This design comes from an exercise in tuning for small area on the open sky130 flow, not from production work.
Function was checked by simulation only, so behaviour that the tests miss may differ from the original.

==> flow/design.v (outline; a module is shown in full before it is edited, if it fits) <==
// module fir16_top: 786 lines
// module fir16_fa: 6 lines
// module fir16_ha: 6 lines
module fir16_top (clk, reset, sample_in, y_out);
  // ...
==> flow/flow/run.sh <==
#!/bin/bash
# Standard layout; only the port buffers are the smallest buffer cell.
set -euo pipefail
bash standard.sh 'BUFFER_PORTS_ARGS=-buffer_cell sky130_fd_sc_hd__buf_1' finish > standard_flow.log 2>&1
==> flow/standard.sh <==
#!/bin/bash
# synth_recipe.tcl (not shown) runs the flow's synth.tcl, then flattens the netlist and writes it again
# the make line also repeats each setting of config.mk as NAME=value (left out here)
make -C /OpenROAD-flow-scripts/flow DESIGN_CONFIG=/design/flow/config.mk WORK_HOME=/design/flow/orfs CLKGATE_MAP_FILE= SYNTH_SCRIPT=/design/flow/synth_recipe.tcl "${@:-finish}"
==> flow/config.mk <==
export PLATFORM = sky130hd
export DESIGN_NAME = fir16_top
export DESIGN_NICKNAME = fir16_top
export VERILOG_FILES = /design/flow/design.v
export SDC_FILE = /design/flow/constraint.sdc
export NUM_CORES = 4
export LEC_CHECK = 0
export CAP_MARGIN = 20
export CORE_MARGIN = 2
export CORE_UTILIZATION = 70
export CTS_BUF_LIST = sky130_fd_sc_hd__clkbuf_8
export CTS_CLUSTER_DIAMETER = 70
export CTS_CLUSTER_SIZE = 18
export SLEW_MARGIN = 20
export SYNTH_HIERARCHICAL = 1
export SYNTH_MINIMUM_KEEP_SIZE = 0
==> flow/constraint.sdc <==
create_clock -name core_clock -period 8.0 [get_ports {clk}]
set_input_delay 1.6000 -clock core_clock [delete_from_list [all_inputs] [get_ports {clk}]]
set_output_delay 1.6000 -clock core_clock [all_outputs]
set_load 0.01 [all_outputs]
==> metrics.yaml, run 1 <==
outcome:
  status: "complete, no violations"
worst_setup_path:
  crit_top_cell: "fa_1"
  critPathBufInv: 2
  rr_startpoint: "tap14[0]"
  reg2reg_to: "r_n785"
  crit_family: "adder cells"
  cpPeakStageDelay_ns: 0.53
cells_and_area:
  design_area_um2: 19200
  num-multi-input-gates: 562
  inverters: 147
  seq_share_pct: 36.0
  clock_cell_area_share_pct: 2.03
  finalNetCount: 1664
floorplan:
  start_util_pct: 71.4
  io_pins: 54
  rows: 58
clocking:
  clock-sinks: 309
  cts_made_buffers: 21
  clk_latency_ns: 0.57
  clockRootBuffer: "clkbuf_8"
  ctsLongestPathBuffers: 3
  clkTransAtPathRegs_ns: 0.11
route:
  ant_nets: 0
  met1Wirelength_um: 13700
global_routing:
  grt_overflow: 0
  grt_busiest_layer: "met2"
  track_usage_pct: 28.2
yosys:
  synth-simple-area-share_pct: 1.57
  synth-warning-count: 7
  syn-instance-count: 1044
  avgSynthCellArea_um2: 17.3
sta:
  finalSetupTns_ns: 0
  final_hold_viol_count: 0
  finalCriticalPeriod_ns: 7.81
  slew_headroom_pct: 42.0
placed_design:
  placed_cells: 1422
hold_path:
  min-delay-start: "tap0[1]"
run:
  drv_cap: 0
==> inputs of run 2 (changes only) <==
--- a/flow/design.v
+++ b/flow/design.v
@@ -17,45 +17,42 @@
     reg [15:0] tap11;
     reg [15:0] tap12;
     reg [15:0] tap13;
     reg [15:0] tap14;
     reg [15:0] tap15;
     reg [15:0] tap16;
     always @(posedge clk) begin
         tap1 <= tap0;
-        tap3 <= tap2;
+        tap2 <= tap1;
+        tap4 <= tap3;
         tap5 <= tap4;
         tap7 <= tap6;
-        tap9 <= tap8;
+        tap8 <= tap7;
+        tap10 <= tap9;
         tap11 <= tap10;
         tap13 <= tap12;
-        tap15 <= tap14;
+        tap14 <= tap13;
+        tap16 <= tap15;
     end
     always @(posedge clk or posedge reset) begin
         if (reset) begin
             tap0 <= 16'h0000;
-            tap2 <= 16'h0000;
-            tap4 <= 16'h0000;
+            tap3 <= 16'h0000;
             tap6 <= 16'h0000;
-            tap8 <= 16'h0000;
-            tap10 <= 16'h0000;
+            tap9 <= 16'h0000;
             tap12 <= 16'h0000;
-            tap14 <= 16'h0000;
-            tap16 <= 16'h0000;
+            tap15 <= 16'h0000;
         end else begin
             tap0 <= sample_in;
-            tap2 <= tap1;
-            tap4 <= tap3;
+            tap3 <= tap2;
             tap6 <= tap5;
-            tap8 <= tap7;
-            tap10 <= tap9;
+            tap9 <= tap8;
             tap12 <= tap11;
-            tap14 <= tap13;
-            tap16 <= tap15;
+            tap15 <= tap14;
         end
     end
     wire n1, n2, n3, n4, n5, n6, n7, n8, n9, n10, n11, n12, n13, n14, n15, n16;
     wire n17, n18, n19, n20, n21, n22, n23, n24, n25, n26, n27, n28, n29, n30, n31, n32;
     wire n33, n34, n35, n36, n37, n38, n39, n40, n41, n42, n43, n44, n45, n46, n47, n48;
     wire n49, n50, n51, n52, n53, n54, n55, n56, n57, n58, n59, n60, n61, n62, n63, n64;
     wire n65, n66, n67, n68, n69, n70, n71, n72, n73, n74, n75, n76, n77, n78, n79, n80;
     wire n81, n82, n83, n84, n85, n86, n87, n88, n89, n90, n91, n92, n93, n94, n95, n96;
@@ -697,31 +694,31 @@
     fir16_ha un1040 (.a(r_n983), .b(n1039), .s(n1040), .co(n1041));
     fir16_fa un1042 (.a(r_n984), .b(~r_n997), .c(n1041), .s(n1042), .co(n1043));
     fir16_ha un1044 (.a(~r_n1007), .b(n1043), .s(n1044), .co(n1045));
     fir16_ha un1046 (.a(~r_n1015), .b(n1045), .s(n1046), .co(n1047));
     fir16_fa un1048 (.a(r_n1016), .b(r_n1019), .c(~n1047), .s(n1048), .co(n1049));
     fir16_fa un1050 (.a(r_n1018), .b(r_n1020), .c(n1049), .s(n1050), .co(n1051));
     assign n1052 = r_n1021 ^ n1051;
     assign n1053 = ~(r_n1021 | n1051);
-    wire [28:0] y = {n1052, ~n1050, ~n1048, n1046, n1044, n1042, n1040, n1038, n1036, n1034, n1032, n1030, n1028, n1026, n1024, n1022, ~r_n669, ~r_n631, ~r_n595, ~r_n559, ~r_n527, ~r_n499, ~r_n475, ~r_n455, ~r_n437, ~r_n423, ~r_n411, r_n403, ~r_n33};
+    wire [28:0] y = {n1052, ~n1050, ~n1048, n1046, n1044, n1042, n1040, n1038, n1036, n1034, n1032, n1030, n1028, n1026, n1024, n1022, ~r_n669, r_n631, r_n595, r_n559, r_n527, r_n499, r_n475, r_n455, r_n437, r_n423, r_n411, r_n403, r_n33};
     always @(posedge clk) begin
         if (reset) begin
-            r_n33 <= 1'b1;
+            r_n33 <= 1'b0;
             r_n403 <= 1'b0;
-            r_n411 <= 1'b1;
-            r_n423 <= 1'b1;
-            r_n437 <= 1'b1;
-            r_n455 <= 1'b1;
-            r_n475 <= 1'b1;
-            r_n499 <= 1'b1;
-            r_n527 <= 1'b1;
-            r_n559 <= 1'b1;
-            r_n595 <= 1'b1;
-            r_n631 <= 1'b1;
+            r_n411 <= 1'b0;
+            r_n423 <= 1'b0;
+            r_n437 <= 1'b0;
+            r_n455 <= 1'b0;
+            r_n475 <= 1'b0;
+            r_n499 <= 1'b0;
+            r_n527 <= 1'b0;
+            r_n559 <= 1'b0;
+            r_n595 <= 1'b0;
+            r_n631 <= 1'b0;
             r_n669 <= 1'b1;
             r_n670 <= 1'b1;
             r_n707 <= 1'b0;
             r_n747 <= 1'b0;
             r_n785 <= 1'b0;
             r_n786 <= 1'b0;
             r_n821 <= 1'b0;
             r_n822 <= 1'b0;
@@ -738,28 +735,28 @@
             r_n1007 <= 1'b1;
             r_n1015 <= 1'b1;
             r_n1016 <= 1'b1;
             r_n1019 <= 1'b1;
             r_n1018 <= 1'b1;
             r_n1020 <= 1'b1;
             r_n1021 <= 1'b1;
         end else begin
-            r_n33 <= ~n33;
+            r_n33 <= n33;
             r_n403 <= ~n403;
-            r_n411 <= ~n411;
-            r_n423 <= ~n423;
-            r_n437 <= ~n437;
-            r_n455 <= ~n455;
-            r_n475 <= ~n475;
-            r_n499 <= ~n499;
-            r_n527 <= ~n527;
-            r_n559 <= ~n559;
-            r_n595 <= ~n595;
-            r_n631 <= ~n631;
+            r_n411 <= n411;
+            r_n423 <= n423;
+            r_n437 <= n437;
+            r_n455 <= n455;
+            r_n475 <= n475;
+            r_n499 <= n499;
+            r_n527 <= n527;
+            r_n559 <= n559;
+            r_n595 <= n595;
+            r_n631 <= n631;
             r_n669 <= ~n669;
             r_n670 <= ~n670;
             r_n707 <= ~n707;
             r_n747 <= ~n747;
             r_n785 <= ~n785;
             r_n786 <= ~n786;
             r_n821 <= ~n821;
             r_n822 <= ~n822;
==> flow/config.mk (replaced) <==
export PLATFORM = sky130hd
export DESIGN_NAME = fir16_top
export DESIGN_NICKNAME = fir16_top
export VERILOG_FILES = /design/flow/design.v
export SDC_FILE = /design/flow/constraint.sdc
export NUM_CORES = 4
export LEC_CHECK = 0
export CAP_MARGIN = 20
export CORE_MARGIN = 2
export CORE_UTILIZATION = 60
export CTS_BUF_LIST = sky130_fd_sc_hd__clkbuf_8
export CTS_CLUSTER_DIAMETER = 80
export CTS_CLUSTER_SIZE = 16
export SLEW_MARGIN = 20
export SYNTH_HIERARCHICAL = 1
export SYNTH_MINIMUM_KEEP_SIZE = 0
==> run 2 against run 1 <==
  * Sequential share of layout area decreased by 0.75 points
  * Clock skew rose by 0.0084 ns
  * Sequential cell count did not move
  * First-iteration DRC count decreased by 52%
  * Non-clock buffer count is 3 lower
  * Critical path type unchanged
  * Highest routed layer unchanged
  * Still clean on timing, DRC and antenna
  * Critical endpoint is now r_n919
  * Wire length fell by 0.70%
  * Utilization is 12 points lower
  * Maximum frequency is essentially flat
==> metrics.yaml, run 2 <==
global_routing:
  grt_overflow: 0  # unchanged
  grt_pass1_wl_um: 53200  # was 53800 um
  track_usage_pct: 24.0  # was 28.2%
  grt_pass1_vias: 9205  # was 9527
  grt_max_degree: 53  # was 77
  antenna_found_initial: 0  # unchanged
outcome:
  status: "complete, no violations"  # unchanged
route:
  wl_per_cell_um: 22.2  # was 23.1 um
  routed_via_density: 4.94  # was 5.25
  first_pass_iters: 4  # unchanged
  vias: 7490  # was 7695
  drc: 0  # unchanged
  ant_nets: 0  # unchanged
  drt_wl_total_um: 33700  # was 33900 um
  drt_iter0_drc: 189  # was 396
clocking:
  cts_made_buffers: 24  # was 21
  clockRootBuffer: "clkbuf_8"  # unchanged
  cts_tree: "done"  # unchanged
  ctsLongestPathBuffers: 3  # unchanged
  clkTransAtPathRegs_ns: 0.10  # was 0.11 ns
  hold_buffers: 0  # unchanged
  clock-sinks: 309  # unchanged
  clk_latency_ns: 0.58  # was 0.57 ns
  htree_num_levels: 1  # unchanged
yosys:
  syn-instance-count: 1044  # unchanged
  avgSynthCellArea_um2: 17.1  # was 17.3 um^2
  synth-async-reset-ratio_pct: 31.1  # was 46.6%
  synth_top_family_by_area: "adder cells"  # unchanged
  synth-xor-area-share_pct: 0.0491  # was 0.0485%
  syn_area_um2: 17800  # was 18000 um^2
  synth.most_common_cell: "fa_1"  # unchanged
  synth.area.mux_share_pct: 0  # unchanged
  synth-simple-area-share_pct: 1.47  # was 1.57%
  synth-adder-area-share_pct: 56.6  # was 55.9%
  synth_cell_types: 14  # was 11
  synth_edf_count: 0  # unchanged
  synth_area_leaders: "fa_1 53%, dfxtp_1 24%, dfrtp_1 13%"  # was fa_1 52%, dfrtp_1 20%, dfxtp_1 18%
  synth-warning-count: 7  # unchanged
  synth_nets: 1587  # unchanged
  ys_ff_latch: 309  # unchanged
  synthFlopType: "dfxtp_1"  # unchanged
  synth_top_area_share_pct: 52.6  # was 51.9%
  yosysSeqAreaShare_pct: 37.4  # was 38.3%
  synth_compound_area_share_pct: 0  # unchanged
  yosysTopAreaCell: "fa_1"  # unchanged
  synth_commonest_cells: "468 x fa_1, 213 x dfxtp_1, 136 x inv_1"  # was 468 x fa_1, 165 x dfxtp_1, 147 x inv_1
cells_and_area:
  final_common_cell: "fa_1"  # unchanged
  finalNetCount: 1653  # was 1664
  final_cell_mix: "444 x fa_1, 213 x dfxtp_1, 148 x inv_1"  # was 423 x fa_1, 165 x dfxtp_1, 158 x inv_1
  diodes: 0  # unchanged
  final_layout_size_suffix_gt1_share_pct: 8.16  # was 9.95%
  area_delta_synth_final_pct: 5.99  # was 6.23%
  post-route-util_pct: 64.1  # was 75.9%
  fillers: 2220  # was 1542
worst_setup_path:
  cp.required_ns: 8.42  # about the same
  path_class: "register to register"  # unchanged
  cp-startpoint: "tap6[0]"  # was tap14[0]
  crit_family: "adder cells"  # unchanged
  reg2reg_to: "r_n919"  # was r_n785
  critPathMaxFanout: 3  # was 2
  crit_top_cell: "fa_1"  # unchanged
  cp_cell_sequence: "ha_1 > fa_1 > fa_1 > fa_1 > fa_1 > fa_1 > fa_1 > fa_1 > fa_2 > fa_2 > fa_1 > fa_1 > fa_1 > fa_1 > fa_1 > fa_1 > fa_1 > nor2_1"  # was ha_1 > fa_1 > fa_2 > fa_1 > fa_1 > fa_1 > fa_1 > fa_1 > fa_1 > fa_1 > fa_1 > fa_1 > fa_1 > fa_1 > inv_1 > fa_1 > inv_1 > fa_1 > fa_1 > nor2_1
  critPathSlowestCell: "fa_2"  # was fa_1
  worst_r2r_path_depth: 18  # was 20
  critPathCaptureType: "register"  # unchanged
  cp.arrival_ns: 8.23  # about the same
  startpoint_type: "register"  # unchanged
  r2r_slack_ns: 0.19  # about the same
  rr_startpoint: "tap6[0]"  # was tap14[0]
  critPathBufInv: 0  # was 2
  cpPeakStageDelay_ns: 0.64  # was 0.53 ns
run:
  drv_cap: 0  # unchanged
hold_path:
  min-delay-start: "tap0[10]"  # was tap0[1]
  hold_depth: 0  # unchanged
  min_path_type: "register to register"  # unchanged
  whs_endpoint: "tap1[10]"  # was tap1[1]
sta:
  setup_viol: 0  # unchanged
  fin_worst_skew_ns: 0.0297  # was 0.0213 ns
  slew_headroom_pct: 46.7  # was 42.0%
  finalSetupTns_ns: 0  # unchanged
  finalCriticalPeriod_ns: 7.81  # about the same
  fin_crit_sh_pct: 97.6  # was 97.7%
  fmax_mhz: 128  # about the same
  final_hold_viol_count: 0  # unchanged
  rsz0062_at_grt: "no"
  worst_pin_slew_ns: 0.799  # was 0.870 ns
  drv_slew: 0  # unchanged
placed_design:
  routabilityCongestion: 0.866  # was 0.934
  io_buffers: 53  # unchanged
  dp_hpwl_um: 30400  # was 30200 um
floorplan:
  die_area_um2: 31100  # was 27100 um^2
  rows: 63  # was 58
  die_w_um: 176  # was 165 um
  io_pins: 54  # unchanged
  start_util_pct: 60.5  # was 71.4%
  core_um2: 29500  # was 25300 um^2
  die_h_um: 176  # was 165 um
run 2: cell count changes in the layout (fill, tap and decap cells not counted), sizes merged:
cell,change
dfxtp,+48
and2b,+2
buf,-3
nor2b,+9
inv,-10
dfrtp,-48
clkbuf,+4
nand2b,-11
bufinv,-1
clkinv,+1
run 2: cells by family after synthesis:
| kind of cell | Yosys count |
|---|---|
| buf+inv | 173 |
| xor+xnor | 1 |
| fa+ha+maj | 525 |
| simple gates | 36 |
| flops | 309 |
run 2: worst reg2reg max path, stage by stage (launching register included):
cell,delay [ns]
dfrtp_1,0.39
ha_1,0.21
fa_1,0.40
fa_1,0.52
fa_1,0.45
fa_1,0.39
fa_1,0.39
fa_1,0.41
fa_1,0.41
fa_2,0.38
fa_2,0.64
fa_1,0.46
fa_1,0.40
fa_1,0.43
fa_1,0.46
fa_1,0.44
fa_1,0.39
fa_1,0.49
nor2_1,0.04
run 2: final cells by class:
cell class	count	area (um^2)	area share, %
sequential	309	6670	35.3
multi-input combinational	562	10400	55.1
clock buffer	25	344	1.82
inverter	136	513	2.72
tap	390	488	2.58
clock inverter	18	88.8	0.470
timing repair buffer	77	380	2.01
run 2: repair_timing:
| item | CTS | global route |
|---|---|---|
| endpoints found under the hold margin | 0 | 0 |
| resized for setup | 0 | 24 |
| setup buffers | 0 | 2 |
| setup endpoints to repair | 0 | 7 |
run 2: worst max path at each step:
stage               slack (ns)  depth (start not counted)  endpoint
finish                    0.19                         18    r_n919
global route             0.003                         19   r_n1015
CTS                      0.003                         20    r_n919
detailed placement        0.01                         20    r_n919
global placement          0.08                         20    r_n919
floorplan                 0.41                         20    r_n919
run 2: modules after synthesis (local to each module, per instance):
| module | cell area, um^2 | cells |
|---|---|---|
| fir16_ha | 12.5 | 1 |
| fir16_fa | 20.0 | 1 |
| fir16_top | 7970 | 537 |
run 2: routing by layer:
layer	routed length (um)	GRT usage (%)	vias up	part of all wire, %
li1	-	-	3173	-
met1	12200	29.7	4148	36
met2	19300	44.5	122	57
met3	1210	3.32	47	3.6
met4	1010	6.34	0	3.0
met5	0	0	-	0
run 2: per-stage QoR:
step | instances | hold WS, ns | cell area [um^2] | setup slack [ns]
2_1_floorplan | 1044 | 0.324 | 17800 | 0.412
5_1_grt | 1517 | 0.356 | 18900 | 0.00333
3_3_place_gp | 1472 | 0.324 | 18400 | 0.0757
3_5_place_dp | 1472 | 0.327 | 18400 | 0.0125
6_report | 1517 | 0.348 | 18900 | 0.189
4_1_cts | 1515 | 0.347 | 18800 | 0.00261
==> inputs of run 3 (changes only) <==
--- a/flow/config.mk
+++ b/flow/config.mk
@@ -9,3 +9,3 @@
 export CORE_MARGIN = 2
-export CORE_UTILIZATION = 60
+export CORE_UTILIZATION = 70
 export CTS_BUF_LIST = sky130_fd_sc_hd__clkbuf_8
==> run 3 against run 2 <==
  * Sequential cell count did not move
  * Still clean
  * Count of clock-buffer cells in the layout is 2 lower
  * Critical path depth increased by 1
  * First-iteration DRC count increased by 76%
  * Highest routed layer unchanged
  * Largest cell class unchanged
==> metrics.yaml, run 3 <==
route:
  drt_wl_total_um: 33100  # was 33700 um
  wl_met3_um: 1180  # was 1210 um
  first_pass_iters: 4  # unchanged
  routed_via_density: 5.16  # was 4.94
  wl_per_cell_um: 22.7  # was 22.2 um
  highest_layer: "met4"  # unchanged
  met1Wirelength_um: 12000  # was 12200 um
  drt_iter0_drc: 332  # was 189
  ant_nets: 0  # unchanged
  wl_met2_um: 18500  # was 19300 um
  drc: 0  # unchanged
  vias: 7521  # was 7490
placed_design:
  dp_hpwl_um: 29400  # was 30400 um
  dp_slack_ns: -0.00375  # was 0.0125 ns
  io_buffers: 53  # unchanged
  dpl_cell_area_um2: 18300  # was 18400 um^2
  routabilityCongestion: 0.885  # was 0.866
worst_setup_path:
  critPathSlowestCell: "fa_2"  # unchanged
  critPathMaxFanout: 3  # unchanged
  startpoint_type: "register"  # unchanged
  cp.arrival_ns: 8.21  # was 8.23 ns
  path_class: "register to register"  # unchanged
  cp_cell_sequence: "ha_1 > fa_2 > fa_1 > fa_1 > fa_1 > fa_1 > fa_1 > fa_2 > fa_2 > fa_2 > fa_1 > fa_1 > fa_1 > inv_1 > fa_1 > fa_1 > fa_1 > fa_1 > nor2_1"  # was ha_1 > fa_1 > fa_1 > fa_1 > fa_1 > fa_1 > fa_1 > fa_1 > fa_2 > fa_2 > fa_1 > fa_1 > fa_1 > fa_1 > fa_1 > fa_1 > fa_1 > nor2_1
  crit_top_cell: "fa_1"  # unchanged
  reg2reg_to: "r_n785"  # was r_n919
  cpPeakStageDelay_ns: 0.53  # was 0.64 ns
  crit_family: "adder cells"  # unchanged
  rr_startpoint: "tap6[0]"  # unchanged
  worst_r2r_path_depth: 19  # was 18
  r2r_slack_ns: 0.20  # was 0.19 ns
  critPathBufInv: 1  # was 0
  cp.required_ns: 8.41  # was 8.42 ns
  critPathCaptureType: "register"  # unchanged
floorplan:
  io_pins: 54  # unchanged
  die_h_um: 164  # was 176 um
  rows: 58  # was 63
  start_util_pct: 71.0  # was 60.5%
  die_area_um2: 26800  # was 31100 um^2
  core_um2: 25100  # was 29500 um^2
  die_w_um: 164  # was 176 um
sta:
  rsz0062_at_grt: "yes"  # was no
  worst_pin_slew_ns: 0.787  # was 0.799 ns
  layout_setup_ws_ns: 0.198  # was 0.189 ns
  fmax_mhz: 128  # about the same
  fin_crit_sh_pct: 97.5  # was 97.6%
  final_hold_viol_count: 0  # unchanged
  slew_headroom_pct: 47.5  # was 46.7%
  finalCriticalPeriod_ns: 7.80  # was 7.81 ns
  drv_slew: 0  # unchanged
  setup_viol: 0  # unchanged
  fin_worst_skew_ns: 0.0142  # was 0.0297 ns
global_routing:
  track_usage_pct: 27.5  # was 24.0%
  grt_pass1_vias: 9340  # was 9205
  antenna_found_initial: 0  # unchanged
  grt_pass1_wl_um: 52000  # was 53200 um
  grt_max_degree: 50  # was 53
  grt_overflow: 0  # unchanged
yosys:
  synth-warning-count: 7  # unchanged
  syn-instance-count: 1044  # unchanged
  synthFlopType: "dfxtp_1"  # unchanged
  synth_nets: 1587  # unchanged
  synth_commonest_cells: "468 x fa_1, 213 x dfxtp_1, 136 x inv_1"  # unchanged
  syn_area_um2: 17800  # unchanged
  yosysTopAreaCell: "fa_1"  # unchanged
  yosysSeqAreaShare_pct: 37.4  # unchanged
  ys_ff_latch: 309  # unchanged
  avgSynthCellArea_um2: 17.1  # unchanged
  synth_cell_types: 14  # unchanged
  synth_top_area_share_pct: 52.6  # unchanged
  synth_edf_count: 0  # unchanged
  synth-async-reset-ratio_pct: 31.1  # unchanged
  synth_area_leaders: "fa_1 53%, dfxtp_1 24%, dfrtp_1 13%"  # unchanged
  synth.most_common_cell: "fa_1"  # unchanged
cells_and_area:
  final_cell_mix: "443 x fa_1, 213 x dfxtp_1, 150 x inv_1"  # was 444 x fa_1, 213 x dfxtp_1, 148 x inv_1
  diodes: 0  # unchanged
  design_area_um2: 18800  # was 18900 um^2
  final_common_cell: "fa_1"  # unchanged
  area_delta_synth_final_pct: 5.45  # was 5.99%
  fillers: 1581  # was 2220
  final_layout_size_suffix_gt1_share_pct: 8.07  # was 8.16%
  finalNetCount: 1655  # was 1653
outcome:
  status: "complete, no violations"  # unchanged
hold_path:
  min_path_type: "register to register"  # unchanged
  hold_depth: 0  # unchanged
  min-delay-start: "tap0[2]"  # was tap0[10]
  whs_endpoint: "tap1[2]"  # was tap1[10]
clocking:
  clockRootBuffer: "clkbuf_8"  # unchanged
  htree_num_levels: 1  # unchanged
  ctsLongestPathBuffers: 3  # unchanged
  clock-sinks: 309  # unchanged
  clk_latency_ns: 0.56  # was 0.58 ns
  cts_made_buffers: 23  # was 24
  clkTransAtPathRegs_ns: 0.10  # about the same
  cts_tree: "done"  # unchanged
  hold_buffers: 0  # unchanged
run:
  drv_cap: 0  # unchanged
## run 3: logic make-up after synthesis
family / share of synthesized area [%]
xor+xnor: 0.0491
flops: 37.4
fa+ha+maj: 56.6
buf+inv: 4.53
simple gates: 1.47
## run 3: final cells by class
type / count / area [um^2] / share of cell area (%)
clock buffer: 23 / 317 / 1.68
clock inverter: 17 / 71.3 / 0.379
inverter: 136 / 513 / 2.73
multi-input combinational: 562 / 10400 / 55.4
sequential: 309 / 6670 / 35.5
tap: 330 / 413 / 2.20
timing repair buffer: 80 / 403 / 2.14
## run 3: worst max path at each step
| stage | depth (start not counted) | endpoint | startpoint |
|---|---|---|---|
| 6_report | 19 | r_n785 | tap6[0] |
| 4_1_cts | 20 | r_n919 | tap6[0] |
| 2_1_floorplan | 20 | r_n919 | tap6[0] |
| 3_5_place_dp | 19 | r_n919 | tap12[0] |
| 3_3_place_gp | 18 | r_n919 | tap6[0] |
| 5_1_grt | 19 | r_n785 | tap6[0] |
## run 3: metal layers
metal	GRT usage, %	vias to the layer above
li1	-	3187
met1	34.1	4128
met2	49.8	141
met3	3.89	65
met4	10.1	0
met5	0	-
## run 3: per-module statistics from Yosys, one instance, submodules excluded
module	times used	area (um^2)
fir16_top	1	7970
fir16_ha	39	12.5
fir16_fa	468	20.0
## run 3: worst register-to-register path: cells and delay by family (launching register included)
kind                     cells  cell delay [ns]
buffers and inverters        1             0.05
flip-flops                   1             0.39
adder cells (fa/ha/maj)     17             7.18
AND/OR/NAND/NOR              1             0.05
## run 3: metrics by stage
| stage | TNS [ns] | util (%) | cells | hold slack [ns] |
|---|---|---|---|---|
| final | 0 | 74.9 | 1457 | 0.342 |
| after global routing | -0.0128 | 74.9 | 1457 | 0.346 |
| after CTS | 0 | 74.4 | 1449 | 0.346 |
| after detailed placement | -0.00375 | 72.8 | 1409 | 0.327 |
| after global placement | 0 | 72.8 | 1409 | 0.324 |
| after floorplan | 0 | - | 1044 | 0.324 |
## run 3: timing repair
action | in CTS | in global routing
pin swaps | 0 | 5
setup endpoints to repair | 1 | 3
resized for setup | 3 | 22
buffers inserted | 0 | 8
==> inputs of run 4 (changes only) <==
--- a/flow/config.mk
+++ b/flow/config.mk
@@ -7,2 +7,3 @@
 export LEC_CHECK = 0
+export ABC_AREA = 1
 export CAP_MARGIN = 20
==> run 4 against run 3 <==
  * Via count increased by 0.51%
  * First-iteration DRC count fell by 2.4%
  * Clock skew rose by 0.016 ns
  * Register-to-register slack improved by 0.03 ns
  * Critical path depth rose by 1
  * Sequential share of layout area rose by 0.31 points
  * Wire length fell by 2.2%
  * Cell area shrank 0.87%
  * Synthesized area shrank 0.51%
  * Setup slack gained 0.026 ns
  * Largest cell class unchanged
==> metrics.yaml, run 4 <==
placed_design:
  io_buffers: 53  # unchanged
  dp_slack_ns: 0.0607  # was -0.00375 ns
  routabilityCongestion: 0.937  # was 0.885
  placed_cells: 1420  # was 1409
  dp_hpwl_um: 29100  # was 29400 um
floorplan:
  die_w_um: 163  # was 164 um
  die_area_um2: 26600  # was 26800 um^2
  rows: 58  # unchanged
  start_util_pct: 70.8  # was 71.0%
  core_um2: 25000  # was 25100 um^2
  die_h_um: 163  # was 164 um
  io_pins: 54  # unchanged
yosys:
  synth_edf_count: 0  # unchanged
  synth_nets: 1601  # was 1587
  synth_commonest_cells: "468 x fa_1, 213 x dfxtp_1, 148 x inv_1"  # was 468 x fa_1, 213 x dfxtp_1, 136 x inv_1
  synth_area_leaders: "fa_1 53%, dfxtp_1 24%, dfrtp_1 14%"  # was fa_1 53%, dfxtp_1 24%, dfrtp_1 13%
  ys_ff_latch: 309  # unchanged
  yosysTopAreaCell: "fa_1"  # unchanged
  synth-warning-count: 7  # unchanged
  synth_cell_types: 10  # was 14
  synth_top_area_share_pct: 52.8  # was 52.6%
  synth.most_common_cell: "fa_1"  # unchanged
  syn-instance-count: 1058  # was 1044
  synth-async-reset-ratio_pct: 31.1  # unchanged
  synthFlopType: "dfxtp_1"  # unchanged
  yosysSeqAreaShare_pct: 37.6  # was 37.4%
  avgSynthCellArea_um2: 16.8  # was 17.1 um^2
  syn_area_um2: 17700  # was 17800 um^2
worst_setup_path:
  worst_r2r_path_depth: 20  # was 19
  rr_startpoint: "tap6[8]"  # was tap6[0]
  startpoint_type: "register"  # unchanged
  cp.arrival_ns: 8.23  # was 8.21 ns
  critPathMaxFanout: 3  # unchanged
  cp.required_ns: 8.46  # was 8.41 ns
  critPathCaptureType: "register"  # unchanged
  path_class: "register to register"  # unchanged
  reg2reg_to: "r_n919"  # was r_n785
  r2r_slack_ns: 0.22  # was 0.20 ns
hold_path:
  min_path_type: "register to register"  # unchanged
  whs_endpoint: "tap1[14]"  # was tap1[2]
  hold_depth: 0  # unchanged
  min-delay-start: "tap0[14]"  # was tap0[2]
global_routing:
  antenna_found_initial: 0  # unchanged
  track_usage_pct: 27.8  # was 27.5%
  grt_pass1_wl_um: 52600  # was 52000 um
  grt_pass1_vias: 9321  # was 9340
  grt_max_degree: 72  # was 50
  grt_overflow: 0  # unchanged
clocking:
  cts_made_buffers: 23  # unchanged
  htree_num_levels: 1  # unchanged
  clockRootBuffer: "clkbuf_8"  # unchanged
  cts_tree: "done"  # unchanged
  clkTransAtPathRegs_ns: 0.11  # was 0.10 ns
  clk_latency_ns: 0.57  # was 0.56 ns
  ctsLongestPathBuffers: 3  # unchanged
  clock-sinks: 309  # unchanged
run:
  drv_cap: 0  # unchanged
sta:
  fin_crit_sh_pct: 97.2  # was 97.5%
  worst_pin_slew_ns: 0.741  # was 0.787 ns
  setup_viol: 0  # unchanged
  fin_worst_skew_ns: 0.0302  # was 0.0142 ns
  fmax_mhz: 129  # was 128 MHz
  layout_setup_ws_ns: 0.224  # was 0.198 ns
  finalCriticalPeriod_ns: 7.78  # was 7.80 ns
  final_hold_viol_count: 0  # unchanged
  slew_headroom_pct: 50.6  # was 47.5%
  drv_slew: 0  # unchanged
  rsz0062_at_grt: "yes"  # unchanged
cells_and_area:
  final_common_cell: "fa_1"  # unchanged
  final_cell_mix: "454 x fa_1, 213 x dfxtp_1, 164 x inv_1"  # was 443 x fa_1, 213 x dfxtp_1, 150 x inv_1
  area_delta_synth_final_pct: 5.07  # was 5.45%
  finalNetCount: 1660  # was 1655
  ff_latch_area_um2: 6670  # unchanged
  final_cells: 1464  # was 1457
  final_layout_size_suffix_gt1_share_pct: 5.20  # was 8.07%
  post-route-util_pct: 74.4  # was 74.9%
  multi_input_area_um2: 10300  # was 10400 um^2
  diodes: 0  # unchanged
  fillers: 1556  # was 1581
route:
  routed_via_density: 5.16  # about the same
  vias: 7559  # was 7521
  first_pass_iters: 4  # unchanged
  ant_nets: 0  # unchanged
  drt_iter0_drc: 324  # was 332
  wl_per_cell_um: 22.1  # was 22.7 um
  drt_wl_total_um: 32400  # was 33100 um
  drc: 0  # unchanged
outcome:
  status: "complete, no violations"  # unchanged
## run 4: cells by family (layout without fill, tap and decap cells)
family / after synthesis / after routing / share of synthesized area (%)
DFF: 309 / 309 / 37.6
and+or+nand+nor: 39 / 39 / 0.825
buffers and inverters: 185 / 261 / 4.74
adders and majority gates: 525 / 525 / 56.8
## run 4: final cells by class
class	instances	share of cell area [%]
Timing Repair Buffer	70	1.77
Multi-Input combinational cell	564	55.1
Inverter	149	3.01
Clock inverter	19	0.436
Tap cell	330	2.22
Sequential cell	309	35.8
Clock buffer	23	1.70
## run 4: modules after synthesis, one instance, submodules excluded
module | flip-flops and latches | cells inside | copies in the design | cell area [um^2]
fir16_fa | 0 | 1 | 468 | 20.0
fir16_top | 309 | 551 | 1 | 7880
fir16_ha | 0 | 1 | 39 | 12.5
## run 4: how the worst max path moves through the flow
stage	depth (start not counted)	endpoint	from
4_1_cts	20	r_n919	tap6[0]
3_3_place_gp	18	r_n919	tap6[0]
3_5_place_dp	19	r_n919	tap12[0]
5_1_grt	20	r_n919	tap15[0]
2_1_floorplan	20	r_n919	tap6[0]
6_report	20	r_n919	tap6[8]
## run 4: through the flow
stage / hold slack [ns] / TNS [ns] / cell area (um^2)
floorplan: 0.324 / 0 / 17700
global placement: 0.325 / 0 / 18200
detailed placement: 0.327 / 0 / 18200
CTS: 0.342 / 0 / 18600
global route: 0.347 / -0.0244 / 18600
finish: 0.332 / 0 / 18600
## run 4: critical path: stages (launching register included)
cell,delay [ns]
dfrtp_1,0.40
ha_1,0.21
fa_1,0.40
fa_1,0.41
fa_1,0.41
fa_1,0.39
fa_1,0.40
fa_1,0.37
inv_1,0.10
fa_1,0.48
fa_1,0.46
fa_2,0.63
fa_1,0.46
fa_1,0.51
fa_1,0.49
inv_1,0.06
fa_1,0.43
fa_1,0.48
inv_1,0.05
fa_1,0.49
nor2_1,0.04
## run 4: repair_timing
| item | 4_1_cts | 5_1_grt |
|---|---|---|
| setup buffers | 0 | 2 |
| setup endpoints to repair | 0 | 5 |
| resized for setup | 0 | 15 |
| hold buffers | 0 | 0 |
## run 4: per-layer routing
metal | wire length, um | share of wire [%] | global-route usage (%) | vias to the layer above
li1 | - | - | - | 3192
met1 | 11600 | 36 | 35.4 | 4165
met2 | 18600 | 58 | 51.2 | 147
met3 | 923 | 2.9 | 2.64 | 55
met4 | 1240 | 3.8 | 8.53 | 0
met5 | 0 | 0 | 0 | -
==> inputs of run 5 (changes only) <==
--- a/flow/config.mk
+++ b/flow/config.mk
@@ -12,3 +12,3 @@
 export CTS_BUF_LIST = sky130_fd_sc_hd__clkbuf_8
-export CTS_CLUSTER_DIAMETER = 80
+export CTS_CLUSTER_DIAMETER = 60
 export CTS_CLUSTER_SIZE = 16
==> run 5 against run 4 <==
  * Setup slack worse by 0.016 ns
  * Sequential share of layout area down 0.18 points
  * Clock skew down 0.0059 ns
  * Hold slack better by 0.016 ns
  * Cell area up 0.50%
  * Non-clock buffer count up 1
  * Die area unchanged
  * Critical path depth down 1
==> metrics.yaml, run 5 <==
sta:
  fmax_mhz: 128  # was 129 MHz
  finalSetupTns_ns: 0  # unchanged
  drv_slew: 0  # unchanged
  rsz0062_at_grt: "yes"  # unchanged
  setup_viol: 0  # unchanged
  slew_headroom_pct: 69.0  # was 50.6%
  fin_worst_skew_ns: 0.0243  # was 0.0302 ns
  holdWs_ns: 0.348  # was 0.332 ns
  finalCriticalPeriod_ns: 7.79  # was 7.78 ns
  worst_pin_slew_ns: 0.465  # was 0.741 ns
  final_hold_viol_count: 0  # unchanged
  fin_crit_sh_pct: 97.4  # was 97.2%
yosys:
  synth_cell_types: 10  # unchanged
  synth_nets: 1601  # unchanged
  synth-xor-area-share_pct: 0  # unchanged
  synth_top_family_by_area: "adder cells"  # unchanged
  synth_edf_count: 0  # unchanged
  syn-instance-count: 1058  # unchanged
  synth_top_area_share_pct: 52.8  # unchanged
  synth_area_leaders: "fa_1 53%, dfxtp_1 24%, dfrtp_1 14%"  # unchanged
  synth-simple-area-share_pct: 0.825  # unchanged
  synth-adder-area-share_pct: 56.8  # unchanged
  syn_area_um2: 17700  # unchanged
  synth-async-reset-ratio_pct: 31.1  # unchanged
  synthFlopType: "dfxtp_1"  # unchanged
  yosysTopAreaCell: "fa_1"  # unchanged
  synth.area.mux_share_pct: 0  # unchanged
  synth.most_common_cell: "fa_1"  # unchanged
  synth-warning-count: 7  # unchanged
  synth_commonest_cells: "468 x fa_1, 213 x dfxtp_1, 148 x inv_1"  # unchanged
  ys_ff_latch: 309  # unchanged
  avgSynthCellArea_um2: 16.8  # unchanged
  yosysSeqAreaShare_pct: 37.6  # unchanged
  synth_compound_area_share_pct: 0  # unchanged
cells_and_area:
  area_delta_synth_final_pct: 5.60  # was 5.07%
  finalNetCount: 1663  # was 1660
  final_cells: 1467  # was 1464
  final_common_cell: "fa_1"  # unchanged
  diodes: 0  # unchanged
  post-route-util_pct: 74.8  # was 74.4%
  final_cell_mix: "450 x fa_1, 213 x dfxtp_1, 161 x inv_1"  # was 454 x fa_1, 213 x dfxtp_1, 164 x inv_1
  final_layout_size_suffix_gt1_share_pct: 6.07  # was 5.20%
  design_area_um2: 18700  # was 18600 um^2
placed_design:
  placed_cells: 1420  # unchanged
  routabilityCongestion: 0.937  # unchanged
  dpl_cell_area_um2: 18200  # unchanged
  io_buffers: 53  # unchanged
  dp_hpwl_um: 29100  # unchanged
route:
  wl_per_cell_um: 22.3  # was 22.1 um
  ant_nets: 0  # unchanged
  drt_iter0_drc: 327  # was 324
  first_pass_iters: 4  # unchanged
  drc: 0  # unchanged
  drt_wl_total_um: 32800  # was 32400 um
  routed_via_density: 5.21  # was 5.16
  vias: 7648  # was 7559
worst_setup_path:
  worst_r2r_path_depth: 19  # was 20
  r2r_slack_ns: 0.21  # was 0.22 ns
  cp.arrival_ns: 8.29  # was 8.23 ns
  path_class: "register to register"  # unchanged
  startpoint_type: "register"  # unchanged
  critPathMaxFanout: 3  # unchanged
  reg2reg_to: "r_n919"  # unchanged
  cp.required_ns: 8.50  # was 8.46 ns
  rr_startpoint: "tap12[0]"  # was tap6[8]
  critPathCaptureType: "register"  # unchanged
hold_path:
  whs_endpoint: "tap1[10]"  # was tap1[14]
  hold_depth: 0  # unchanged
  min-delay-start: "tap0[10]"  # was tap0[14]
  min_path_type: "register to register"  # unchanged
floorplan:
  core_um2: 25000  # unchanged
  die_area_um2: 26600  # unchanged
  die_w_um: 163  # unchanged
  die_h_um: 163  # unchanged
  start_util_pct: 70.8  # unchanged
  io_pins: 54  # unchanged
  rows: 58  # unchanged
clocking:
  cts_tree: "done"  # unchanged
  clkTransAtPathRegs_ns: 0.10  # was 0.11 ns
  clockRootBuffer: "clkbuf_8"  # unchanged
  cts_made_buffers: 25  # was 23
  htree_num_levels: 1  # unchanged
  clk_latency_ns: 0.60  # was 0.57 ns
  clock-sinks: 309  # unchanged
  ctsLongestPathBuffers: 3  # unchanged
run:
  drv_cap: 0  # unchanged
global_routing:
  grt_overflow: 0  # unchanged
  grt_max_degree: 72  # unchanged
  track_usage_pct: 28.0  # was 27.8%
  antenna_found_initial: 0  # unchanged
  grt_pass1_vias: 9404  # was 9321
  grt_pass1_wl_um: 53000  # was 52600 um
outcome:
  status: "complete, no violations"  # unchanged
-- run 5: cell counts after synthesis --
Identical to the previous run, type by type.
-- run 5: worst max-delay path by stage --
stage	start	to
6_report	tap12[0]	r_n919
5_1_grt	tap12[0]	r_n919
4_1_cts	tap6[0]	r_n919
3_5_place_dp	tap12[0]	r_n919
3_3_place_gp	tap6[0]	r_n919
2_1_floorplan	tap6[0]	r_n919
-- run 5: per-layer routing --
metal | vias to the layer above | track usage, % | routed length (um)
met3 | 78 | 3.53 | 1230
met5 | - | 0 | 0
met2 | 168 | 50.6 | 18400
met1 | 4205 | 34.9 | 11500
met4 | 0 | 10.4 | 1660
li1 | 3197 | - | -
-- run 5: area by class of cell --
cell class / instances / area [um^2]
multi-input cells: 564 / 10300
flip-flops and latches: 309 / 6670
fillers: 1548 / 6310
inverters: 149 / 562
well taps: 330 / 413
repair buffers: 71 / 354
clock buffers: 25 / 344
clock inverters: 19 / 114
-- run 5: critical path: stages, from the launching register on --
cell and delay (ns):
dfrtp_1 0.41, ha_1 0.22, fa_1 0.39, fa_2 0.51, fa_1 0.42, fa_1 0.42
fa_1 0.39, fa_1 0.39, fa_1 0.41, fa_1 0.58, fa_1 0.45, fa_1 0.37
inv_1 0.07, fa_1 0.42, fa_1 0.47, fa_1 0.41, fa_1 0.44, fa_1 0.38
fa_1 0.48, nor2_1 0.04
-- run 5: cells by family after synthesis --
family / after synthesis
flip-flops: 309
buffers and inverters: 185
AND/OR/NAND/NOR: 39
adder cells (fa/ha/maj): 525
-- run 5: per-module statistics from Yosys (local to each module, per instance) --
module / cell area, um^2 / cells inside / times used
fir16_fa: 20.0 / 1 / 468
fir16_ha: 12.5 / 1 / 39
fir16_top: 7880 / 551 / 1
-- run 5: repair_timing --
action                                  4_1_cts  5_1_grt
hold buffers                                  0        0
resized for setup                             0       19
buffers inserted                              0        2
endpoints found under the setup margin        0        4
-- run 5: stage by stage --
step                setup WS, ns
finish                     0.209
global route             -0.0241
CTS                       0.0878
detailed placement        0.0607
global placement           0.157
floorplan                  0.412
==> inputs of run 6 (changes only) <==
--- a/flow/config.mk
+++ b/flow/config.mk
@@ -7,3 +7,2 @@
 export LEC_CHECK = 0
-export ABC_AREA = 1
 export CAP_MARGIN = 20
@@ -11,5 +10,5 @@
 export CORE_UTILIZATION = 70
-export CTS_BUF_LIST = sky130_fd_sc_hd__clkbuf_8
+export CTS_BUF_LIST = sky130_fd_sc_hd__clkbuf_4
 export CTS_CLUSTER_DIAMETER = 60
-export CTS_CLUSTER_SIZE = 16
+export CTS_CLUSTER_SIZE = 10
 export SLEW_MARGIN = 20
==> run 6 against run 5 <==
  * Count of clock-buffer cells in the layout grew 36
  * Via count grew 0.89%
  * Critical path depth is the same
  * Maximum frequency shrank 0.14%
  * Synthesized area grew 0.51%
  * Wire length grew 3.0%
  * Non-clock buffer count grew 5
  * Sequential cell count is the same
  * Cell area grew 1.5%
  * Register-to-register slack is essentially flat
  * Synthesized cell count shrank 1.3%
  * Critical path type unchanged
  * Largest cell class unchanged
==> metrics.yaml, run 6 <==
route:
  first_pass_iters: 4  # unchanged
  drt_iter0_drc: 332  # was 327
  ant_nets: 0  # unchanged
  vias: 7716  # was 7648
  met1Wirelength_um: 11900  # was 11500 um
  drt_wl_total_um: 33800  # was 32800 um
  routed_via_density: 5.20  # was 5.21
  wl_per_cell_um: 22.7  # was 22.3 um
  highest_layer: "met4"  # unchanged
  drc: 0  # unchanged
  wl_met2_um: 18500  # was 18400 um
  wl_met3_um: 1490  # was 1230 um
sta:
  fmax_mhz: 128  # about the same
  fin_crit_sh_pct: 97.5  # was 97.4%
  finalSetupTns_ns: 0  # unchanged
  slew_headroom_pct: 47.0  # was 69.0%
  drv_slew: 0  # unchanged
  fin_worst_skew_ns: 0.0221  # was 0.0243 ns
  layout_setup_ws_ns: 0.198  # was 0.209 ns
  worst_pin_slew_ns: 0.794  # was 0.465 ns
  rsz0062_at_grt: "yes"  # unchanged
  setup_viol: 0  # unchanged
  finalCriticalPeriod_ns: 7.80  # was 7.79 ns
  final_hold_viol_count: 0  # unchanged
yosys:
  synth-adder-area-share_pct: 56.6  # was 56.8%
  synth_cell_types: 14  # was 10
  syn-instance-count: 1044  # was 1058
  synthFlopType: "dfxtp_1"  # unchanged
  synth-simple-area-share_pct: 1.47  # was 0.825%
  synth_compound_area_share_pct: 0  # unchanged
  synth_commonest_cells: "468 x fa_1, 213 x dfxtp_1, 136 x inv_1"  # was 468 x fa_1, 213 x dfxtp_1, 148 x inv_1
  synth.most_common_cell: "fa_1"  # unchanged
  synth_area_leaders: "fa_1 53%, dfxtp_1 24%, dfrtp_1 13%"  # was fa_1 53%, dfxtp_1 24%, dfrtp_1 14%
  yosysSeqAreaShare_pct: 37.4  # was 37.6%
  synth-xor-area-share_pct: 0.0491  # was 0%
  synth_nets: 1587  # was 1601
  syn_area_um2: 17800  # was 17700 um^2
  avgSynthCellArea_um2: 17.1  # was 16.8 um^2
  synth_top_area_share_pct: 52.6  # was 52.8%
  synth-warning-count: 7  # unchanged
  synth_edf_count: 0  # unchanged
  ys_ff_latch: 309  # unchanged
  yosysTopAreaCell: "fa_1"  # unchanged
  synth-async-reset-ratio_pct: 31.1  # unchanged
  synth.area.mux_share_pct: 0  # unchanged
  synth_top_family_by_area: "adder cells"  # unchanged
clocking:
  cts_tree: "done"  # unchanged
  cts_made_buffers: 38  # was 25
  htree_num_levels: 2  # was 1
  clock-sinks: 309  # unchanged
  hold_buffers: 0  # unchanged
  clockRootBuffer: "clkbuf_4"  # was clkbuf_8
  clk_latency_ns: 0.67  # was 0.60 ns
  ctsLongestPathBuffers: 3  # unchanged
  clkTransAtPathRegs_ns: 0.11  # was 0.10 ns
placed_design:
  dpl_cell_area_um2: 18300  # was 18200 um^2
  dp_slack_ns: -0.00375  # was 0.0607 ns
  io_buffers: 53  # unchanged
  routabilityCongestion: 0.885  # was 0.937
  dp_hpwl_um: 29400  # was 29100 um
worst_setup_path:
  path_class: "register to register"  # unchanged
  cp.arrival_ns: 8.33  # was 8.29 ns
  cp.required_ns: 8.52  # was 8.50 ns
  startpoint_type: "register"  # unchanged
  crit_top_cell: "fa_1"  # unchanged
  crit_family: "adder cells"  # unchanged
  cp_cell_sequence: "ha_1 > fa_1 > fa_1 > fa_1 > fa_1 > fa_1 > fa_1 > fa_1 > fa_1 > fa_1 > fa_1 > inv_1 > fa_1 > fa_1 > fa_2 > fa_1 > fa_1 > fa_1 > nor2_1"  # was ha_1 > fa_1 > fa_2 > fa_1 > fa_1 > fa_1 > fa_1 > fa_1 > fa_1 > fa_1 > fa_1 > inv_1 > fa_1 > fa_1 > fa_1 > fa_1 > fa_1 > fa_1 > nor2_1
  critPathCaptureType: "register"  # unchanged
  critPathSlowestCell: "fa_1"  # unchanged
  critPathMaxFanout: 2  # was 3
  cpPeakStageDelay_ns: 0.58  # about the same
  critPathBufInv: 1  # unchanged
floorplan:
  core_um2: 25100  # was 25000 um^2
  start_util_pct: 71.0  # was 70.8%
  rows: 58  # unchanged
  die_w_um: 164  # was 163 um
  die_h_um: 164  # was 163 um
  die_area_um2: 26800  # was 26600 um^2
  io_pins: 54  # unchanged
global_routing:
  track_usage_pct: 28.3  # was 28.0%
  grt_pass1_vias: 9559  # was 9404
  grt_pass1_wl_um: 53200  # was 53000 um
  grt_max_degree: 50  # was 72
  grt_overflow: 0  # unchanged
  antenna_found_initial: 1  # was 0
outcome:
  status: "complete, no violations"  # unchanged
cells_and_area:
  final_layout_size_suffix_gt1_share_pct: 11.3  # was 6.07%
  final_common_cell: "fa_1"  # unchanged
  final_cell_mix: "442 x fa_1, 213 x dfxtp_1, 135 x inv_1"  # was 450 x fa_1, 213 x dfxtp_1, 161 x inv_1
  design_area_um2: 19000  # was 18700 um^2
  finalNetCount: 1666  # was 1663
  area_delta_synth_final_pct: 6.65  # was 5.60%
hold_path:
  min_path_type: "register to register"  # unchanged
run:
  drv_cap: 0  # unchanged
==> run 6: repair_timing <==
action / CTS / global route
buffers inserted: 1 / 3
gates cloned: 0 / 0
resized for setup: 2 / 24
hold endpoints to repair: 0 / 0
setup endpoints to repair: 1 / 4
pin swaps: 1 / 3
==> run 6: routing by layer <==
layer	up-vias	global-route usage [%]
met5	-	0
met4	0	13.1
met3	100	4.80
met2	180	49.9
met1	4203	34.7
li1	3233	-
==> run 6: through the flow <==
| stage | utilization [%] | hold slack, ns | instances |
|---|---|---|---|
| after global routing | 75.7 | 0.355 | 1485 |
| after floorplan | - | 0.324 | 1044 |
| final | 75.7 | 0.350 | 1485 |
| after global placement | 72.8 | 0.324 | 1409 |
| after detailed placement | 72.8 | 0.327 | 1409 |
| after CTS | 75.3 | 0.352 | 1477 |
==> run 6: worst paths after layout <==
kind / slack [ns] / cells after the start / end / from
min: 0.35 / 0 / tap1[2] / tap0[2]
min reg2reg: 0.35 / 0 / tap1[2] / tap0[2]
max in group asynchronous: 5.31 / 3 / tap3[11] / reset
min in group asynchronous: 1.56 / 2 / tap9[0] / reset
max: 0.20 / 19 / r_n919 / tap3[0]
max reg2reg: 0.20 / 19 / r_n919 / tap3[0]
==> run 6: final cells by class <==
cell class | instances | area [um^2]
multi-input combinational | 562 | 10400
sequential | 309 | 6670
fill | 1538 | 6100
inverter | 136 | 513
clock buffer | 61 | 458
tap | 330 | 413
timing repair buffer | 76 | 373
clock inverter | 6 | 159
antenna | 5 | 12.5
==> run 6: cells by family (layout without fill, tap and decap cells) <==
family                     after synthesis  in the layout
buffers and inverters                  173            279
and+or+nand+nor                         36             36
other                                    0              5
xor gates and xnor gates                 1              1
DFF                                    309            309
adders and majority gates              525            525
==> run 6: modules after synthesis (local to each module, per instance) <==
module / flops+latches / cell area (um^2) / cells inside
fir16_ha: 0 / 12.5 / 1
fir16_fa: 0 / 20.0 / 1
fir16_top: 309 / 7970 / 537
==> inputs of run 7 (changes only) <==
--- a/flow/config.mk
+++ b/flow/config.mk
@@ -10,5 +10,5 @@
 export CORE_UTILIZATION = 70
-export CTS_BUF_LIST = sky130_fd_sc_hd__clkbuf_4
-export CTS_CLUSTER_DIAMETER = 60
-export CTS_CLUSTER_SIZE = 10
+export CTS_BUF_LIST = sky130_fd_sc_hd__clkbuf_2 sky130_fd_sc_hd__clkbuf_4 sky130_fd_sc_hd__clkbuf_8
+export CTS_CLUSTER_DIAMETER = 80
+export CTS_CLUSTER_SIZE = 16
 export SLEW_MARGIN = 20
==> run 7 against run 6 <==
  * Die area unchanged
  * Maximum frequency about the same
  * Critical path depth unchanged
  * Via count decreased by 2.1%
  * Final cell count decreased by 1.9%
  * Largest cell class unchanged
==> metrics.yaml, run 7 <==
sta:
  fmax_mhz: 128  # about the same
  fin_worst_skew_ns: 0.0146  # was 0.0221 ns
  fin_crit_sh_pct: 97.5  # about the same
  final_hold_viol_count: 0  # unchanged
  setup_viol: 0  # unchanged
  slew_headroom_pct: 47.3  # was 47.0%
  finalSetupTns_ns: 0  # unchanged
  finalCriticalPeriod_ns: 7.80  # about the same
  worst_pin_slew_ns: 0.790  # was 0.794 ns
  rsz0062_at_grt: "yes"  # unchanged
  holdWs_ns: 0.344  # was 0.350 ns
  drv_slew: 0  # unchanged
  layout_setup_ws_ns: 0.200  # was 0.198 ns
yosys:
  yosysTopAreaCell: "fa_1"  # unchanged
  syn_area_um2: 17800  # unchanged
  synth-simple-area-share_pct: 1.47  # unchanged
  synth_top_family_by_area: "adder cells"  # unchanged
  synth-xor-area-share_pct: 0.0491  # unchanged
  synth_edf_count: 0  # unchanged
  syn-instance-count: 1044  # unchanged
  synth-async-reset-ratio_pct: 31.1  # unchanged
  synth_area_leaders: "fa_1 53%, dfxtp_1 24%, dfrtp_1 13%"  # unchanged
  yosysSeqAreaShare_pct: 37.4  # unchanged
  synth.area.mux_share_pct: 0  # unchanged
  synth_top_area_share_pct: 52.6  # unchanged
  avgSynthCellArea_um2: 17.1  # unchanged
  synth.most_common_cell: "fa_1"  # unchanged
  synth-warning-count: 7  # unchanged
  ys_ff_latch: 309  # unchanged
  synth_cell_types: 14  # unchanged
  synth_compound_area_share_pct: 0  # unchanged
  synth_nets: 1587  # unchanged
  synth_commonest_cells: "468 x fa_1, 213 x dfxtp_1, 136 x inv_1"  # unchanged
  synth-adder-area-share_pct: 56.6  # unchanged
  synthFlopType: "dfxtp_1"  # unchanged
global_routing:
  grt_pass1_wl_um: 52000  # was 53200 um
  grt_pass1_vias: 9320  # was 9559
  antenna_found_initial: 0  # was 1
  grt_max_degree: 50  # unchanged
  track_usage_pct: 27.5  # was 28.3%
  grt_overflow: 0  # unchanged
worst_setup_path:
  cp.arrival_ns: 8.21  # was 8.33 ns
  critPathSlowestCell: "fa_2"  # was fa_1
  critPathCaptureType: "register"  # unchanged
  cp_cell_sequence: "ha_1 > fa_2 > fa_1 > fa_1 > fa_1 > fa_1 > fa_1 > fa_2 > fa_2 > fa_2 > fa_1 > fa_1 > fa_1 > inv_1 > fa_1 > fa_1 > fa_1 > fa_1 > nor2_1"  # was ha_1 > fa_1 > fa_1 > fa_1 > fa_1 > fa_1 > fa_1 > fa_1 > fa_1 > fa_1 > fa_1 > inv_1 > fa_1 > fa_1 > fa_2 > fa_1 > fa_1 > fa_1 > nor2_1
  crit_top_cell: "fa_1"  # unchanged
  startpoint_type: "register"  # unchanged
  crit_family: "adder cells"  # unchanged
  critPathMaxFanout: 3  # was 2
  cpPeakStageDelay_ns: 0.53  # was 0.58 ns
  cp.required_ns: 8.41  # was 8.52 ns
  critPathBufInv: 1  # unchanged
  path_class: "register to register"  # unchanged
  crit_cells: 19  # unchanged
  worst_r2r_path_depth: 19  # unchanged
cells_and_area:
  finalNetCount: 1655  # was 1666
  area_delta_synth_final_pct: 5.77  # was 6.65%
  final_cell_mix: "443 x fa_1, 213 x dfxtp_1, 135 x inv_1"  # was 442 x fa_1, 213 x dfxtp_1, 135 x inv_1
  final_layout_size_suffix_gt1_share_pct: 9.41  # was 11.3%
  post-route-util_pct: 75.1  # was 75.7%
  diodes: 0  # was 5
  fillers: 1564  # was 1538
  final_common_cell: "fa_1"  # unchanged
floorplan:
  die_w_um: 164  # unchanged
  die_area_um2: 26800  # unchanged
  io_pins: 54  # unchanged
  rows: 58  # unchanged
  die_h_um: 164  # unchanged
  core_um2: 25100  # unchanged
  start_util_pct: 71.0  # unchanged
route:
  wl_per_cell_um: 22.7  # about the same
  drt_iter0_drc: 378  # was 332
  first_pass_iters: 4  # unchanged
  ant_nets: 0  # unchanged
  routed_via_density: 5.18  # was 5.20
  vias: 7554  # was 7716
  drc: 0  # unchanged
  drt_wl_total_um: 33100  # was 33800 um
clocking:
  clock-sinks: 309  # unchanged
  cts_made_buffers: 23  # was 38
  clkTransAtPathRegs_ns: 0.10  # was 0.11 ns
  ctsLongestPathBuffers: 3  # unchanged
  htree_num_levels: 1  # was 2
  clk_latency_ns: 0.56  # was 0.67 ns
  clockRootBuffer: "clkbuf_8"  # was clkbuf_4
  cts_tree: "done"  # unchanged
  hold_buffers: 0  # unchanged
placed_design:
  dp_slack_ns: -0.00375  # unchanged
  routabilityCongestion: 0.885  # unchanged
  dp_hpwl_um: 29400  # unchanged
  io_buffers: 53  # unchanged
run:
  drv_cap: 0  # unchanged
outcome:
  status: "complete, no violations"  # unchanged
hold_path:
  hold_depth: 0  # unchanged
  min_path_type: "register to register"  # unchanged
[run 7: cell types whose count changed in the layout (fill, tap and decap cells not counted), sizes merged]
cell	delta
diode	-5
buf	+4
clkinv	+1
clkbuf	-23
bufinv	-5
[run 7: layout make-up]
type | instances | area (um^2) | area share [%]
clock buffers | 38 | 429 | 2.28
clock inverters | 2 | 15.0 | 0.0796
inverters | 136 | 513 | 2.72
multi-input cells | 562 | 10400 | 55.2
flip-flops and latches | 309 | 6670 | 35.4
well taps | 330 | 413 | 2.19
repair buffers | 80 | 403 | 2.14
[run 7: through the flow]
| stage | cells | cell area [um^2] |
|---|---|---|
| finish | 1457 | 18900 |
| global route | 1457 | 18900 |
| CTS | 1449 | 18700 |
| detailed placement | 1409 | 18300 |
| global placement | 1409 | 18300 |
| floorplan | 1044 | 17800 |
[run 7: kinds of logic (layout without fill, tap and decap cells)]
kind of cell | Yosys count | in the layout
AND/OR/NAND/NOR | 36 | 36
adder cells (fa/ha/maj) | 525 | 525
XOR/XNOR | 1 | 1
flip-flops | 309 | 309
buffers and inverters | 173 | 256
[run 7: path summary, 6_finish.rpt]
| kind | end | start | slack, ns |
|---|---|---|---|
| setup reg to reg | r_n785 | tap6[0] | 0.20 |
| max in group asynchronous | tap0[9] | reset | 5.21 |
| hold / removal | tap1[12] | tap0[12] | 0.34 |
| hold reg to reg | tap1[12] | tap0[12] | 0.34 |
| min in group asynchronous | tap9[0] | reset | 1.67 |
| setup / recovery | r_n785 | tap6[0] | 0.20 |
[run 7: metal layers]
layer	part of all wire [%]	global-route usage [%]	up-vias	wire (um)
li1	-	-	3187	-
met5	0	0	-	0
met2	56	49.6	137	18500
met3	3.6	3.89	67	1180
met4	4.3	10.1	0	1430
met1	36	34.2	4163	12000
[run 7: Yosys stat by module, one instance, submodules excluded]
module	cells	times used	cell area (um^2)
fir16_fa	1	468	20.0
fir16_ha	1	39	12.5
fir16_top	537	1	7970
[run 7: what timing repair did]
item | 4_1_cts | 5_1_grt
setup buffers | 0 | 8
pin swaps | 0 | 5
resized for setup | 2 | 23
cloned | 0 | 0
setup endpoints to repair | 1 | 3
==> inputs of run 8 (changes only) <==
--- a/flow/config.mk
+++ b/flow/config.mk
@@ -7,2 +7,3 @@
 export LEC_CHECK = 0
+export ABC_AREA = 1
 export CAP_MARGIN = 20
@@ -10,5 +11,5 @@
 export CORE_UTILIZATION = 70
-export CTS_BUF_LIST = sky130_fd_sc_hd__clkbuf_2 sky130_fd_sc_hd__clkbuf_4 sky130_fd_sc_hd__clkbuf_8
+export CTS_BUF_LIST = sky130_fd_sc_hd__clkbuf_8
 export CTS_CLUSTER_DIAMETER = 80
-export CTS_CLUSTER_SIZE = 16
+export CTS_CLUSTER_SIZE = 14
 export SLEW_MARGIN = 20
==> run 8 against run 7 <==
  * First-iteration DRC count is 4.0% lower
  * Utilization is 0.28 points lower
  * Register-to-register slack hardly changed
  * Via count is 0.90% higher
  * Sequential share of layout area is 0.24 points higher
  * Global-route usage is 0.36 points higher
  * Synthesized cell count is 1.3% higher
  * Setup slack better by 0.0094 ns
  * Largest cell class unchanged
==> metrics.yaml, run 8 <==
sta:
  rsz0062_at_grt: "yes"  # unchanged
  fin_crit_sh_pct: 97.4  # was 97.5%
  setup_viol: 0  # unchanged
  fmax_mhz: 128  # about the same
worst_setup_path:
  critPathMaxFanout: 3  # unchanged
  cp.required_ns: 8.46  # was 8.41 ns
cells_and_area:
  area_delta_synth_final_pct: 5.61  # was 5.77%
  fillers: 1539  # was 1564
  final_layout_size_suffix_gt1_share_pct: 5.87  # was 9.41%
  final_cell_mix: "450 x fa_1, 213 x dfxtp_1, 167 x inv_1"  # was 443 x fa_1, 213 x dfxtp_1, 135 x inv_1
  diodes: 0  # unchanged
clocking:
  clock-sinks: 309  # unchanged
  clockRootBuffer: "clkbuf_8"  # unchanged
  hold_buffers: 0  # unchanged
  clk_latency_ns: 0.58  # was 0.56 ns
global_routing:
  grtUsageMet3_pct: 3.02  # was 3.89%
  antenna_found_initial: 0  # unchanged
  grt_pass1_wl_um: 52900  # was 52000 um
  use_met2_pct: 50.7  # was 49.6%
  track_usage_pct: 27.8  # was 27.5%
  grt_busiest_layer: "met2"  # unchanged
yosys:
  synth_edf_count: 0  # unchanged
  synth_area_leaders: "fa_1 53%, dfxtp_1 24%, dfrtp_1 14%"  # was fa_1 53%, dfxtp_1 24%, dfrtp_1 13%
  synth_cell_types: 10  # was 14
  synth_commonest_cells: "468 x fa_1, 213 x dfxtp_1, 148 x inv_1"  # was 468 x fa_1, 213 x dfxtp_1, 136 x inv_1
  syn-instance-count: 1058  # was 1044
  syn_area_um2: 17700  # was 17800 um^2
floorplan:
  rows: 58  # unchanged
  die_h_um: 163  # was 164 um
hold_path:
  min_path_type: "register to register"  # unchanged
outcome:
  status: "complete, no violations"  # unchanged
route:
  ant_nets: 0  # unchanged
placed_design:
  dpl_cell_area_um2: 18200  # was 18300 um^2
[run 8: cell count changes in the layout (fill, tap and decap cells not counted), sizes merged]
cell      before  now
nand2b         9    0
nand2          0   12
clkbuf        39   27
buf           79   71
nor2b          9    0
inv          137  169
xor2           1    0
clkinvlp       0    1
clkinv         1    0
nor2          16   27
and2b          2    0
[run 8: worst max-delay path, stage by stage, from the launching register on]
cell and delay (ns):
dfrtp_1 0.40, ha_1 0.22, fa_1 0.39, fa_1 0.41, fa_1 0.41, fa_1 0.53
fa_1 0.74, fa_1 0.50, fa_1 0.49, fa_1 0.45, fa_1 0.40, inv_1 0.07
fa_1 0.43, fa_1 0.49, fa_1 0.41, fa_1 0.44, fa_1 0.38, fa_1 0.48
nor2_1 0.04
[run 8: worst paths after layout]
check	from	to	slack [ns]	cells past startpoint
max in group asynchronous	reset	tap3[5]	5.65	5
min in group asynchronous	reset	tap3[14]	1.25	3
min reg2reg	tap0[10]	tap1[10]	0.34	0
min	tap0[10]	tap1[10]	0.34	0
max	tap6[8]	r_n919	0.21	18
max reg2reg	tap6[8]	r_n919	0.21	18
[run 8: cells by family after synthesis]
family                   synth area share [%]
adder cells (fa/ha/maj)                  56.8
buffers and inverters                    4.74
flip-flops                               37.6
AND/OR/NAND/NOR                         0.825
[run 8: cell type report]
type / count / share of cell area (%)
sequential: 309 / 35.6
clock buffer: 27 / 1.98
timing repair buffer: 71 / 1.89
inverter: 149 / 3.00
clock inverter: 21 / 0.468
tap: 330 / 2.20
multi-input combinational: 564 / 54.9
[run 8: through the flow]
| stage | cells | hold slack, ns | setup TNS (ns) | setup WS [ns] |
|---|---|---|---|---|
| detailed placement | 1420 | 0.327 | 0 | 0.0607 |
| finish | 1471 | 0.344 | 0 | 0.210 |
| global placement | 1420 | 0.325 | 0 | 0.157 |
| floorplan | 1058 | 0.324 | 0 | 0.412 |
| CTS | 1468 | 0.348 | 0 | 0.100 |
| global route | 1471 | 0.356 | -0.00420 | -0.00420 |
[run 8: what timing repair did]
item | in CTS | in global routing
buffers inserted | 0 | 2
endpoints found under the setup margin | 0 | 4
resized for setup | 0 | 19
[run 8: Yosys stat by module (local to each module, per instance)]
module / cells inside / copies in the design
fir16_top: 551 / 1
fir16_fa: 1 / 468
fir16_ha: 1 / 39
[run 8: layer usage]
metal	wire length (um)	vias up
met5	0	-
met3	1130	66
met4	1520	0
li1	-	3204
met1	11500	4180
met2	18500	172

re-timing with driven ports:
The results above use ideal ports. As a check the final layouts listed here were re-extracted and re-timed, cells and wires unchanged.
Step 1 sets driving cells, clkbuf_16 on the clock port and buf_2 on the other inputs (assumed; they add their load-dependent delay and slew).
Step 2 moves the port delays by t, midway between the first and last clock arrival at a register: inputs arrive t later, outputs are due t later. That takes back most of the time a late clock gives input paths.
Slacks: ideal / step 1 / step 2; pairs: ideal / step 1.
run | shift t [ns] | setup slack, ns | worst setup path at the end | pins driven straight from the clock port
run 1 | 0.598 | 0.188 / 0.188 / 0.188 | register to register | 1
run 2 | 0.612 | 0.189 / 0.189 / 0.189 | register to register | 1
run 3 | 0.595 | 0.198 / 0.198 / 0.198 | register to register | 1
run 4 | 0.605 | 0.224 / 0.224 / 0.224 | register to register | 1
run 5 | 0.639 | 0.209 / 0.209 / 0.209 | register to register | 1
run 6 | 0.706 | 0.198 / 0.198 / 0.198 | register to register | 1
run 7 | 0.596 | 0.200 / 0.201 / 0.201 | register to register | 1
run 8 | 0.617 | 0.210 / 0.210 / 0.210 | register to register | 1
After both steps setup and hold are still met in every run listed.
